This design comes from an exercise in tuning for small area, a short achievable clock period and few clock cycles on the open sky130 flow, not from production work. At most, simulation tests tie the RTL to the original design; equivalence was not proved. Power figures rest on the tool's default switching activity, not on a simulated workload.

Design sccpu, start of the top module:
module sccpu( clk, rst, instr, readdata, PC, MemWrite, aluout, writedata);
   input         clk;
   input         rst;
   input  [31:0] instr;
   input  [31:0] readdata;
   output [31:0] PC;
   output        MemWrite;
   output [31:0] aluout;
   output [31:0] writedata;
   reg  [31:0] pc_r;
   reg         btb_v;
   reg  [9:0]  btb_tag;       
   reg  [13:0] btb_tl;        
   reg         stall;         
   reg  [31:1] p_s1, p_s2;    
   reg         p_bp1, p_bp2;  
   reg         p_ld1, p_ld2;  
   reg         d_v;           
   reg  [31:0] d_ir;
   reg  [31:0] d_pc4;
   reg         d_btb;         
   reg         e_we, e_ld, e_st, e_br, e_jr;
   reg         e_bne, e_pred;
   reg  [4:0]  e_dst;
   reg  [31:0] e_a, e_b, e_sd;
   reg  [4:0]  e_shamt;
   reg         e_shv;         
   reg         e_fa, e_fb, e_fsd;    
   reg         r_as, r_inv, r_and, r_or, r_nor, r_slt, r_sltu,
               r_sll, r_sh, r_sra, r_pb, r_pa;
   reg         m_we, m_ld, m_st;
   reg  [4:0]  m_dst;
   reg  [31:0] m_res, m_wd;
   reg  [31:0] m_addr;        
   assign PC = pc_r;
   wire [31:0] pc4  = pc_r + 32'd4;
   wire        f_j  = (instr[31:27] == 5'b00001);           
   wire [31:0] f_jt = {pc4[31:28], instr[25:0], 2'b00};
   wire        f_hit = btb_v & (pc4[11:2] == btb_tag);
   wire [31:0] f_bt  = {pc_r[31:14], btb_tl};
   wire [5:0] fop = instr[31:26];
   wire [5:0] ffn = instr[5:0];
   wire f_rtype = (fop == 6'h00);
   wire f_shimm = f_rtype & (ffn == 6'h00 | ffn == 6'h02 | ffn == 6'h03);
   wire f_rdrt  = f_rtype & (ffn == 6'h20 | ffn == 6'h21 | ffn == 6'h22 | ffn == 6'h23 |
                             ffn == 6'h24 | ffn == 6'h25 | ffn == 6'h27 | ffn == 6'h2a |
  ...
Settings: LEC_CHECK=0, CAP_MARGIN=20, CORE_MARGIN=2, CORE_UTILIZATION=55, CTS_CLUSTER_DIAMETER=80, CTS_CLUSTER_SIZE=24, SLEW_MARGIN=20, SYNTH_HIERARCHICAL=1, TNS_END_PERCENT=0; clock period 15.0 ns.
standard.sh (not shown) runs the stock make flow with config.mk's settings and CLKGATE_MAP_FILE= SYNTH_SCRIPT=/design/flow/synth_recipe.tcl, a recipe that flattens the netlist after the stock synthesis.
==> flow/flow/run.sh <==
#!/bin/bash
# Own layout flow: the standard flow (standard.sh), with the standard
# synthesis run first and on its own. For the layout steps it changes only
# how timing is repaired:
#  - timing repair aims for a setup slack of MARGIN ns at the design's clock
#    period, so the layout is optimised for a shorter period than 15 ns;
#  - every port still gets a buffer, but a plain buffer rather than the delay
#    cell buffer_ports picks by default;
#  - gate sizing may use any cell of the same function, not only cells of the
#    same footprint.
set -euo pipefail
MARGIN=10.7
bash standard.sh synth > synth.log 2>&1
bash standard.sh SETUP_SLACK_MARGIN=$MARGIN MATCH_CELL_FOOTPRINT=0 \
   "BUFFER_PORTS_ARGS=-buffer_cell sky130_fd_sc_hd__buf_4" finish > layout.log 2>&1
Edit:
--- a/flow/design.v
+++ b/flow/design.v
@@ -153,20 +153,19 @@
    wire [31:0] immx = i_lui ? {imm, 16'd0} :
                       sext  ? {{16{imm[15]}}, imm} : {16'd0, imm};
    wire        d_isbr = i_beq | i_bne;
    wire [31:0] d_bt   = d_pc4 + {{14{imm[15]}}, imm, 2'b00};
    wire        d_bb   = d_isbr & imm[15];         
    wire [31:0] d_alt  = imm[15] ? d_pc4 : d_bt;
    wire        use_rt = ~(use_imm | use_link | d_isbr);
    wire [31:0] bsel   = d_isbr ? d_alt : (use_link ? d_pc4 : immx);
    wire [31:0] bval   = (use_rt & p_ld2) ? readdata : (use_rt ? rtv_r : bsel);
-   wire        d_eq;
-   EQ32 U_DEQ (.a(rsv_r), .b(rtv_r), .y(d_eq));
+   wire        d_eq   = (rsv_r == rtv_r);
    wire [31:0] a  = e_fa  ? m_res : e_a;
    wire [31:0] b  = e_fb  ? m_res : e_b;
    wire [31:0] sd = e_fsd ? m_res : e_sd;
    wire [32:0] s33;
    ADD33 U_ADD (.a(a), .b(b ^ {32{r_inv}}), .ci(r_inv), .s(s33));
    wire        ltu = ~s33[32];
    wire        lts = (a[31] ^ b[31]) ? a[31] : s33[31];
    wire [4:0]  sh  = e_shv ? a[4:0] : e_shamt;
    wire [31:0] brev, srev, shr;
@@ -199,27 +198,29 @@
    assign writedata = m_wd;
    assign MemWrite  = m_st;
    wire        d_dep   = e_we & (e_dst == rs | e_dst == rt);
    wire        d_res   = d_isbr & ~d_dep;
    wire        want_bt = d_isbr & (d_res ? (d_eq ^ i_bne) : d_bb);
    wire [31:0] ck_b = {{14{imm[15]}}, imm, 2'b00};
    wire [31:0] ck_k = d_pc4 ^ ck_b ^ pc_r;
    wire [31:0] ck_z = {(d_pc4[30:0] & ck_b[30:0]) | ((d_pc4[30:0] ^ ck_b[30:0]) & ~pc_r[30:0]), 1'b0};
    wire        got_bt  = d_btb & (ck_k == ck_z);
-   wire        d_redir = d_v & ~stall & ~e_redir & (want_bt ? ~got_bt : d_btb);
-   wire [31:0] d_nx    = want_bt ? d_bt : d_pc4;
+   wire        d_ok    = d_v & ~stall & ~e_redir;
+   wire        sel_bt  = d_ok & want_bt & ~got_bt;     
+   wire        sel_p4  = d_ok & ~want_bt & d_btb;      
+   wire        d_redir = sel_bt | sel_p4;
    wire        take_j = f_j & ~(e_redir | stall);
    wire [31:0] pc_nd  = e_redir ? e_target :
                         stall   ? pc_r :
                         take_j  ? f_jt :
                         f_hit   ? f_bt : pc4;
-   wire [31:0] pc_next;
-   MUX32 U_PMUX (.s(d_redir), .a(d_nx), .b(pc_nd), .y(pc_next));
+   wire [31:0] pc_next = ({32{sel_bt}} & d_bt) | ({32{sel_p4}} & d_pc4) |
+                         ({32{~d_redir}} & pc_nd);
    always @(posedge clk, posedge rst)
       if (rst)
          pc_r <= 32'd0;
       else
          pc_r <= pc_next;
    always @(posedge clk, posedge rst)
       if (rst)
          d_v <= 1'b0;
       else if (!stall)
@@ -316,12 +317,9 @@
          btb_tl  <= d_bt[13:0];
       end
 endmodule
 module MUX32(input s, input [31:0] a, input [31:0] b, output [31:0] y);
    assign y = s ? a : b;
 endmodule
 module ADD33(input [31:0] a, input [31:0] b, input ci, output [32:0] s);
    assign s = {1'b0, a} + {1'b0, b} + {32'd0, ci};
 endmodule
-module EQ32(input [31:0] a, input [31:0] b, output y);
-   assign y = (a == b);
-endmodule
Hold slack is better by 0.010 ns; flip-flop and latch count is unchanged; setup slack is better by 0.12 ns; final area is lower by a few percent; total power is lower slightly; non-clock buffer count is lower by 25.
No functional check of the RTL was part of any run of this note.

========
sccpu, a different RTL version from the one above (not shown whole).
Size: ~5200 cells after synthesis, roughly 1400 flip-flops, ~160 I/O pins, ~67000 um^2 of cells after synthesis.
export LEC_CHECK = 0
export CAP_MARGIN = 20
export CORE_MARGIN = 2
export CORE_UTILIZATION = 55
export CTS_CLUSTER_DIAMETER = 80
export CTS_CLUSTER_SIZE = 24
export SLEW_MARGIN = 20
export SYNTH_HIERARCHICAL = 1
export TNS_END_PERCENT = 0
create_clock -name core_clock -period 15.0 [get_ports {clk}]
Scripts as last shown in full above: flow/flow/run.sh
Testbench counts at the start, summed over its fixed seeds: cycles 71,888.
Next try:
--- a/flow/design.v
+++ b/flow/design.v
@@ -75,24 +75,25 @@
    reg         btb_v;
    reg  [9:0]  btb_tag;       
    reg  [13:0] btb_tl;        
    reg         stall;         
    reg  [31:1] p_s1, p_s2;    
    reg         p_bp1, p_bp2;  
    reg         d_v;           
    reg  [31:0] d_ir;
    reg  [31:0] d_pc4;
    reg         d_btb;         
    reg         e_we, e_ld, e_st, e_br, e_jr;
    reg         e_bne, e_pred;
+   reg         e_skip1;       
    reg  [4:0]  e_dst;
    reg  [31:0] e_a, e_b, e_sd;
    reg  [31:0] e_addr;        
    reg         e_eq;          
    reg  [4:0]  e_shamt;
    reg         e_shv;         
    reg         e_fa, e_fb, e_fsd;    
    reg         r_as, r_inv, r_and, r_or, r_nor, r_slt, r_sltu,
                r_sll, r_sh, r_sra, r_pb, r_pa;
    reg         m_we;
    reg  [4:0]  m_dst;
    reg  [31:0] m_res;
@@ -129,24 +130,25 @@
    wire f_pa   = rtype & ~(f_add | f_sub | f_and | f_or | f_nor | f_slt | f_sltu |
                            f_sll | f_srl | f_sra | f_sllv | f_srlv | f_jalr);
    wire i_addi = (op == 6'h08);
    wire i_andi = (op == 6'h0c);
    wire i_ori  = (op == 6'h0d);
    wire i_slti = (op == 6'h0a);
    wire i_lui  = (op == 6'h0f);
    wire i_lw   = (op == 6'h23);
    wire i_sw   = (op == 6'h2b);
    wire i_beq  = (op == 6'h04);
    wire i_bne  = (op == 6'h05);
    wire i_jal  = (op == 6'h03);
+   wire i_j    = (op == 6'h02);
    wire use_imm  = i_addi | i_andi | i_ori | i_slti | i_lui | i_lw | i_sw;
    wire use_link = i_jal | f_jalr;
    wire sext     = i_addi | i_slti | i_lw | i_sw;
    wire wr_rt    = i_addi | i_andi | i_ori | i_slti | i_lui | i_lw;
    wire wr_31    = i_jal | f_jalr;
    wire regwr    = rtype | wr_rt | i_jal;
    wire [4:0] dst = wr_31 ? 5'd31 : (wr_rt ? rt : rd);
    wire [31:0] rsv, rtv;
    wire [31:1] vn;
    RF U_RF (.clk(clk), .rst(rst), .we(m_we), .S1(p_s1), .S2(p_s2), .VN(vn), .A3(m_dst),
             .WD(m_res), .BP1(p_bp1), .BP2(p_bp2), .BV(m_res),
             .RD1(rsv), .RD2(rtv));
@@ -182,25 +184,27 @@
    wire [31:0] res = ({32{r_as}}  & s33[31:0])
                    | {31'd0, (r_slt & lts) | (r_sltu & ltu)}
                    | ({32{r_and}} & (a & b))
                    | ({32{r_or}}  & (a | b))
                    | ({32{r_nor}} & ~(a | b))
                    | ({32{r_sh}}  & shres)
                    | ({32{r_pb}}  & b)
                    | ({32{r_pa}}  & a);
    wire        eq = e_fa  ? (e_fsd ? 1'b1 : (m_res == e_sd)) :
                     e_fsd ? (e_a == m_res) : e_eq;
    wire        taken    = eq ^ e_bne;
    wire        mispred  = e_br & (taken ^ e_pred);
-   wire        e_redir  = mispred | e_jr;
+   wire        d_seq    = ~(i_j | i_jal) & ~d_btb & ~d_bb;
+   wire        skip1    = e_br & e_skip1 & taken & d_seq;
+   wire        e_redir  = (mispred & ~skip1) | e_jr;
    wire [31:0] e_target = e_jr ? a : e_b;
    assign aluout    = e_addr;
    assign writedata = e_sd;
    assign MemWrite  = e_st;
    wire [31:0] ck_b = {{14{imm[15]}}, imm, 2'b00};
    wire [31:0] ck_k = d_pc4 ^ ck_b ^ pc_r;
    wire [31:0] ck_z = {(d_pc4[30:0] & ck_b[30:0]) | ((d_pc4[30:0] ^ ck_b[30:0]) & ~pc_r[30:0]), 1'b0};
    wire        d_btbok = d_bb & (ck_k == ck_z);
    wire        d_redir = d_v & ~stall & ~e_redir & (d_btb ? ~d_btbok : d_bb);
    wire [31:0] pc_nj = e_redir ? e_target :
                        stall   ? pc_r :
                        d_redir ? d_nx :
@@ -215,25 +219,25 @@
       if (rst)
          d_v <= 1'b0;
       else if (e_redir)
          d_v <= 1'b0;
       else if (!stall)
          d_v <= ~d_redir;
    always @(posedge clk)
       if (!stall) begin
          d_ir  <= instr;
          d_pc4 <= pc4;
          d_btb <= f_hit & ~f_j;
       end
-   wire go = d_v & ~stall & ~e_redir;      
+   wire go = d_v & ~stall & ~e_redir & ~skip1;    
    wire go_we = go & regwr & (dst != 5'd0);
    wire [4:0]  nrs = stall ? rs : instr[25:21];
    wire [4:0]  nrt = stall ? rt : instr[20:16];
    wire [31:0] oh1 = 32'd1 << nrs;
    wire [31:0] oh2 = 32'd1 << nrt;
    wire        bp1 = e_we & (e_dst == nrs);
    wire        bp2 = e_we & (e_dst == nrt);
    always @(posedge clk) begin
       p_s1  <= oh1[31:1] & vn & {31{~bp1}};
       p_s2  <= oh2[31:1] & vn & {31{~bp2}};
       p_bp1 <= bp1;
       p_bp2 <= bp2;
@@ -249,24 +253,25 @@
          e_we <= 1'b0; e_ld <= 1'b0; e_st <= 1'b0; e_br <= 1'b0; e_jr <= 1'b0;
       end else begin
          e_we <= go_we;
          e_ld <= go & i_lw;
          e_st <= go & i_sw;
          e_br <= go & d_isbr;
          e_jr <= go & (f_jr | f_jalr);
       end
    always @(posedge clk) begin
       e_dst   <= dst;
       e_bne   <= i_bne;
       e_pred  <= imm[15];
+      e_skip1 <= (imm == 16'd1);
       e_a     <= rsv;
       e_b     <= bval;
       e_sd    <= rtv;
       e_addr  <= addr;
       e_eq    <= (rsv == rtv);
       e_shamt <= d_ir[10:6];
       e_shv   <= f_sllv | f_srlv;
       e_fa    <= e_we & (e_dst == rs);
       e_fb    <= e_we & (e_dst == rt) & use_rt;
       e_fsd   <= e_we & (e_dst == rt);
       r_as    <= f_add | i_addi | i_lw | i_sw | f_sub;
       r_inv   <= f_sub | f_slt | i_slti | f_sltu;
Outcome:
- register-to-register slack gets worse by 20 ps
- clock power is about the same
- wire length goes down by a few percent
- total power went down slightly
- global-route usage is lower by 2.7 points
- synthesized area barely changes
- worst setup slack degrades by 33 ps
- maximum frequency came out lower slightly
- worst hold slack is worse by 3.3 ps
Function not checked in the second run of this note: the RTL went through the layout flow alone.

========
Another version of the RTL of sccpu (not shown whole).
Size in the first run: about 5000 cells after synthesis, ~160 I/O pins, ~67000 um2 of cells after synthesis.
==> flow/design.v (excerpt) <==
module sccpu( clk, rst, instr, readdata, PC, MemWrite, aluout, writedata);
clock: 15.0 ns
lec_check: 0
cap_margin: 20
core_margin: 2
core_utilization: 55
cts_cluster_diameter: 80
cts_cluster_size: 24
slew_margin: 20
synth_hierarchical: 1
tns_end_percent: 0
Scripts as last shown in full above: flow/flow/run.sh
Testbench counts at the start, summed over its fixed seeds: cycles 70,900.
Next try:
--- a/flow/design.v
+++ b/flow/design.v
@@ -164,27 +164,25 @@
    wire [31:0] bval   = use_rt ? rtv : bsel;
    wire [31:0] addr   = rsv + {{16{imm[15]}}, imm};
    wire [31:0] a  = e_fa  ? m_res : e_a;
    wire [31:0] b  = e_fb  ? m_res : e_b;
    wire [31:0] res;
    wire        e_lt;
    ALU U_ALU (.a(a), .b(b), .shamt(e_shamt), .shv(e_shv), .as(r_as), .inv(r_inv),
               .andf(r_and), .orf(r_or), .norf(r_nor), .slt(r_slt), .sltu(r_sltu),
               .sll(r_sll), .shf(r_sh), .sra(r_sra), .pb(r_pb), .pa(r_pa),
               .res(res), .lt(e_lt));
-   wire        eq = e_fa  ? (e_fsd ? 1'b1 : (m_res == e_sd)) :
-                    e_fsd ? (e_a == m_res) : e_eq;
-   wire        taken    = eq ^ e_bne;
-   wire        mispred  = e_br & (taken ^ e_pred);
    wire        d_seq    = ~(i_j | i_jal) & ~d_btb & ~d_bb;
-   wire        skip1    = e_br & e_skip1 & taken & d_seq;
-   wire        e_redir  = (mispred & ~skip1) | e_jr;
+   wire        skip1, e_redir;
+   BRU U_BRU (.m_res(m_res), .e_a(e_a), .e_sd(e_sd), .fa(e_fa), .fsd(e_fsd),
+              .e_eq(e_eq), .bne(e_bne), .br(e_br), .pred(e_pred), .jr(e_jr),
+              .sk1(e_skip1), .seq(d_seq), .skip1(skip1), .redir(e_redir));
    wire [31:0] e_target = e_jr ? a : e_b;
    assign aluout    = e_addr;
    assign writedata = e_sd;
    assign MemWrite  = e_st;
    wire [31:0] ck_b = {{14{imm[15]}}, imm, 2'b00};
    wire [31:0] ck_k = d_pc4 ^ ck_b ^ pc_r;
    wire [31:0] ck_z = {(d_pc4[30:0] & ck_b[30:0]) | ((d_pc4[30:0] ^ ck_b[30:0]) & ~pc_r[30:0]), 1'b0};
    wire        d_btbok = d_bb & (ck_k == ck_z);
    wire        d_redir = d_v & ~stall & ~e_redir & (d_btb ? ~d_btbok : d_bb);
    wire [31:0] pc_nj = e_redir ? e_target :
@@ -211,23 +209,25 @@
          d_btb <= f_hit & ~f_j;
       end
    wire go = d_v & ~stall & ~e_redir & ~skip1;    
    wire go_we = go & regwr & (dst != 5'd0);
    wire [4:0]  nrs = stall ? rs : instr[25:21];
    wire [4:0]  nrt = stall ? rt : instr[20:16];
    wire [31:0] oh1 = 32'd1 << nrs;
    wire [31:0] oh2 = 32'd1 << nrt;
    wire        bp1 = e_we & (e_dst == nrs);
    wire        bp2 = e_we & (e_dst == nrt);
+   wire [31:0] edec = 32'd1 << e_dst;
+   wire [31:1] smask = vn & ~(edec[31:1] & {31{e_we}});
    always @(posedge clk) begin
-      p_s1  <= oh1[31:1] & vn & {31{~bp1}};
-      p_s2  <= oh2[31:1] & vn & {31{~bp2}};
+      p_s1  <= oh1[31:1] & smask;
+      p_s2  <= oh2[31:1] & smask;
       p_bp1 <= bp1;
       p_bp2 <= bp2;
    end
    always @(posedge clk, posedge rst)
       if (rst)
          stall <= 1'b0;
       else
          stall <= go_we & ~d_redir &
                   ((f_mem & instr[25:21] == dst) | (f_sw & instr[20:16] == dst));
    always @(posedge clk, posedge rst)
@@ -312,10 +312,20 @@
    wire [31:0] shres = sll ? srev : shr;
    assign res = ({32{as}}   & s33[31:0])
               | {31'd0, lt}
               | ({32{andf}} & (a & b))
               | ({32{orf}}  & (a | b))
               | ({32{norf}} & ~(a | b))
               | ({32{shf}}  & shres)
               | ({32{pb}}   & b)
               | ({32{pa}}   & a);
 endmodule
+module BRU(input [31:0] m_res, input [31:0] e_a, input [31:0] e_sd,
+           input fa, input fsd, input e_eq, input bne, input br, input pred,
+           input jr, input sk1, input seq, output skip1, output redir);
+   wire eq      = fa  ? (fsd ? 1'b1 : (m_res == e_sd)) :
+                  fsd ? (e_a == m_res) : e_eq;
+   wire taken   = eq ^ bne;
+   wire mispred = br & (taken ^ pred);
+   assign skip1 = br & sk1 & taken & seq;
+   assign redir = (mispred & ~skip1) | jr;
+endmodule
What happened: The changed run ran to the end with no violations. Power decreases by 0.33%. Routed wire length went up by 0.98%. Synthesized cell count hardly moves. Area after synthesis stays flat. Non-clock buffer count decreases by 23. Combinational power hardly moves. Setup slack is worse by 82 ps. Cell count drops by 0.33%. Count of clock-buffer cells in the layout came out lower by 1. Global-route usage increases by 0.49 points.
The RTL of the second run of this note was laid out without a check of its function.

re-timing with driven ports:
How much do the figures lean on ideal ports? The routed layouts below were timed once more, with nothing changed but the port constraints.
Step 1: set_driving_cell puts a clkbuf_16 on clk and a buf_2 on each other input, an assumption about the parent block.
Step 2 adds t to the input delays and takes it off the output delays; t is the mean of the earliest and latest rising clock arrival at the registers after step 1. Input paths then give back, and output paths get back, about the clock's delay inside the block.
a / b / c = ideal ports / drivers / drivers and shift; a / b = the first two.
run | t (ns) | setup slack, ns | hold WS [ns]
the first run of note 1 | 0.826 | 10.380 / 10.380 / 9.712 | 0.361 / 0.361 / 0.361
the second run of note 1 | 0.810 | 10.498 / 10.498 / 9.848 | 0.371 / 0.371 / 0.371
the first run of note 2 | 0.804 | 10.499 / 10.411 / 9.854 | 0.471 / 0.471 / 0.471
the second run of note 2 | 0.796 | 10.466 / 10.381 / 9.753 | 0.467 / 0.467 / 0.467
the first run of note 3 | 0.784 | 10.575 / 10.488 / 9.901 | 0.469 / 0.469 / 0.469
the second run of note 3 | 0.764 | 10.493 / 10.502 / 9.787 | 0.466 / 0.466 / 0.466
After both steps every run listed still meets setup and hold. For the second run of note 2, which loses most, drivers alone change the setup slack by -0.085 ns; drivers and shift together by -0.713 ns.
